What follows belongs to an exercise in optimizing a design on an open flow for small area, a short achievable clock period and few clock cycles; a production flow would make more cautious choices. Function was checked by simulation only, so behaviour that the tests miss may differ from the original.

Design Dual_mode_neuron, start of the top module:
module Dual_mode_neuron (
    input wire clk,
    input wire rstn,
    input wire mode,     
    input wire signed [26 : 0] i_in,    
    output wire signed [26 : 0] v,
    output reg signed [26:0] h_0,
    output reg done
);
function [26:0] ext;     
    input [22:0] c;
    ext = {{2{c[22]}}, c[21:0], {3{c[22]}}};
endfunction
reg  signed [26:0] Vm, m_0, n_0;      
reg  signed [26:0] ACC;              
reg         [20:0] TAH;              
reg                aflag;            
reg                pflag;            
reg                vflag;            
reg                bflag;            
reg  signed [26:0] ma, mb;
reg         [2:0]  mtag;             
reg         [44:0] pr0, pr1, pr2;
reg                psg;
reg                t1, t2, t4, t5;   
reg  signed [26:0] MO_X, MO_M, MO_N, MO_H;
reg                mvM, mvN, mvH;
wire [44:0] pr0_n, pr1_n, pr2_n;
mul27_cs3 mul (.a(ma), .b(mb), .r0(pr0_n), .e1r(pr1_n), .e2r(pr2_n));
wire [44:0] psum = pr0 + pr1 + pr2;
wire signed [26:0] mres = {psg, psum[44:19]};
always @(posedge clk) begin
    pr0 <= pr0_n;
    pr1 <= pr1_n;
    pr2 <= pr2_n;
  ...
For scale: roughly 15,000 cells after synthesis, roughly 1,200 flip-flops, about 110,000 µm² of cells after synthesis.
==> flow/config.mk <==
export PLATFORM = sky130hd
export DESIGN_NAME = Dual_mode_neuron
export DESIGN_NICKNAME = Dual_mode_neuron
export VERILOG_FILES = /design/flow/design.v
export SDC_FILE = /design/flow/constraint.sdc
export NUM_CORES = 8
export LEC_CHECK = 0
export ABC_AREA = 1
export CAP_MARGIN = 30
export CORE_MARGIN = 2
export CORE_UTILIZATION = 40
export PLACE_DENSITY = 0.55
export SETUP_SLACK_MARGIN = 4
export SLEW_MARGIN = 30
==> flow/constraint.sdc <==
create_clock -name core_clock -period 11.0 [get_ports {clk}]
set_input_delay 2.2000 -clock core_clock [delete_from_list [all_inputs] [get_ports {clk}]]
set_output_delay 2.2000 -clock core_clock [all_outputs]
set_load 0.01 [all_outputs]
run.sh (not shown) runs the stock make flow with config.mk's settings and CLKGATE_MAP_FILE= SYNTH_SCRIPT=/design/flow/synth_recipe.tcl, a recipe that flattens the netlist after the stock synthesis.
The starting point produced a clean layout.
Testbench counts at the start, summed over its fixed seeds: cycles 489,012.
Next try:
- SETUP_SLACK_MARGIN: 4 -> 3.75
Outcome:
- non-clock buffer count came out lower by 56
- global-route usage came out higher by 1.2 points
- setup slack is worse by 0.30 ns
- final cell count came out lower by 0.39%
- critical path depth came out higher by 1
- wire length came out higher by 2.7%
- synthesized cell count stays the same
- die area does not change
- hold slack is worse by 0.0058 ns
- first-iteration DRC count came out lower by 2.7%
Next try:
- PLACE_DENSITY: 0.55 -> 0.75
- SETUP_SLACK_MARGIN: 3.75 -> 4
=>
- routed wire length fell by 3.9%
- synthesized area stays the same
- sequential cell count stays the same
- clock skew fell by 0.014 ns
- critical path depth fell by 3
- setup slack improves by 0.19 ns
- worst hold slack improves by 0.019 ns
- count of clock-buffer cells in the layout fell by 8

job 101:
Dual_mode_neuron again, from the RTL that the note above started with.
// Dual_mode_neuron
module Dual_mode_neuron (
    input wire clk,
    input wire rstn,
    input wire mode,     
    input wire signed [26 : 0] i_in,    
    output wire signed [26 : 0] v,
    output reg signed [26:0] h_0,
    output reg done
);
export LEC_CHECK = 0
export ABC_AREA = 1
export CAP_MARGIN = 30
export CORE_MARGIN = 2
export CORE_UTILIZATION = 40
export PLACE_DENSITY = 0.65
export SETUP_SLACK_MARGIN = 3.5
export SLEW_MARGIN = 30
create_clock -name core_clock -period 11.0 [get_ports {clk}]
Job 101: flow completed, timing, DRC and antenna clean
Testbench counts of job 101, summed over its fixed seeds: cycles 489,012.
Relative to job 101, the following input files were edited for job 102:
Settings: PLACE_DENSITY now 0.75, was 0.65.
==> notes.md <==
For job 101 and job 102, there was not a single run that failed to finish clean. Compared with job 101, job 102 shows post-route clock period utilization higher by 0.69 points.

Starting RTL as in the previous note.
clock: 11.0 ns
lec_check: 0
abc_area: 1
cap_margin: 30
core_margin: 2
core_utilization: 40
place_density: 0.65
setup_slack_margin: 4.25
slew_margin: 30
Testbench counts at the start, summed over its fixed seeds: cycles 489,012.
Change:
- PLACE_DENSITY: 0.65 -> 0.75
- SETUP_SLACK_MARGIN: 4.25 -> 4
- TNS_END_PERCENT: unset -> 30
What happened: Hold slack improved by 3.3 ps. Synthesized cell count stays the same. Final area decreases by 1.5%. Die area stays the same. Register-to-register slack stays flat. Wire length decreases by 0.53%. Global-route usage decreases by 0.17 points. Worst setup slack got worse by 13 ps. Clock-buffer cell count decreases by 5.

-- separate check: timing with driven ports --
In the flow no input, the clock included, has a driving cell. The finished layouts below were timed again as built, in two steps.
Step 1 (the two cells are an assumption about what drives the block):
set clk [get_ports {clk}]
set_driving_cell -lib_cell sky130_fd_sc_hd__clkbuf_16 $clk
set_driving_cell -lib_cell sky130_fd_sc_hd__buf_2 [delete_from_list [all_inputs] $clk]
Step 2 adds t to the input delays and takes it off the output delays; t is the mean of the earliest and latest rising clock arrival at the registers after step 1. Input paths then give back, and output paths get back, about the clock's delay inside the block.
a / b / c = ideal ports / drivers / drivers and shift; a / b = the first two.
run | shift t [ns] | setup slack, ns | cell pins on the clock port's net
the first run of note 1 | 0.962 | 4.009 / 4.023 / 3.111 | 1
the second run of note 1 | 0.971 | 3.711 / 3.742 / 2.829 | 1
the third run of note 1 | 0.972 | 3.902 / 3.902 / 3.006 | 1
job 101 | 0.966 | 3.518 / 3.523 / 2.618 | 1
job 102 | 0.966 | 3.442 / 3.474 / 2.548 | 1
the first run of note 3 | 0.957 | 3.860 / 3.860 / 3.274 | 1
the second run of note 3 | 0.963 | 3.848 / 3.859 / 2.950 | 1
After both steps setup and hold are still met in every run listed. For job 101, which loses most, drivers alone change the setup slack by +0.005 ns; drivers and shift together by -0.900 ns.
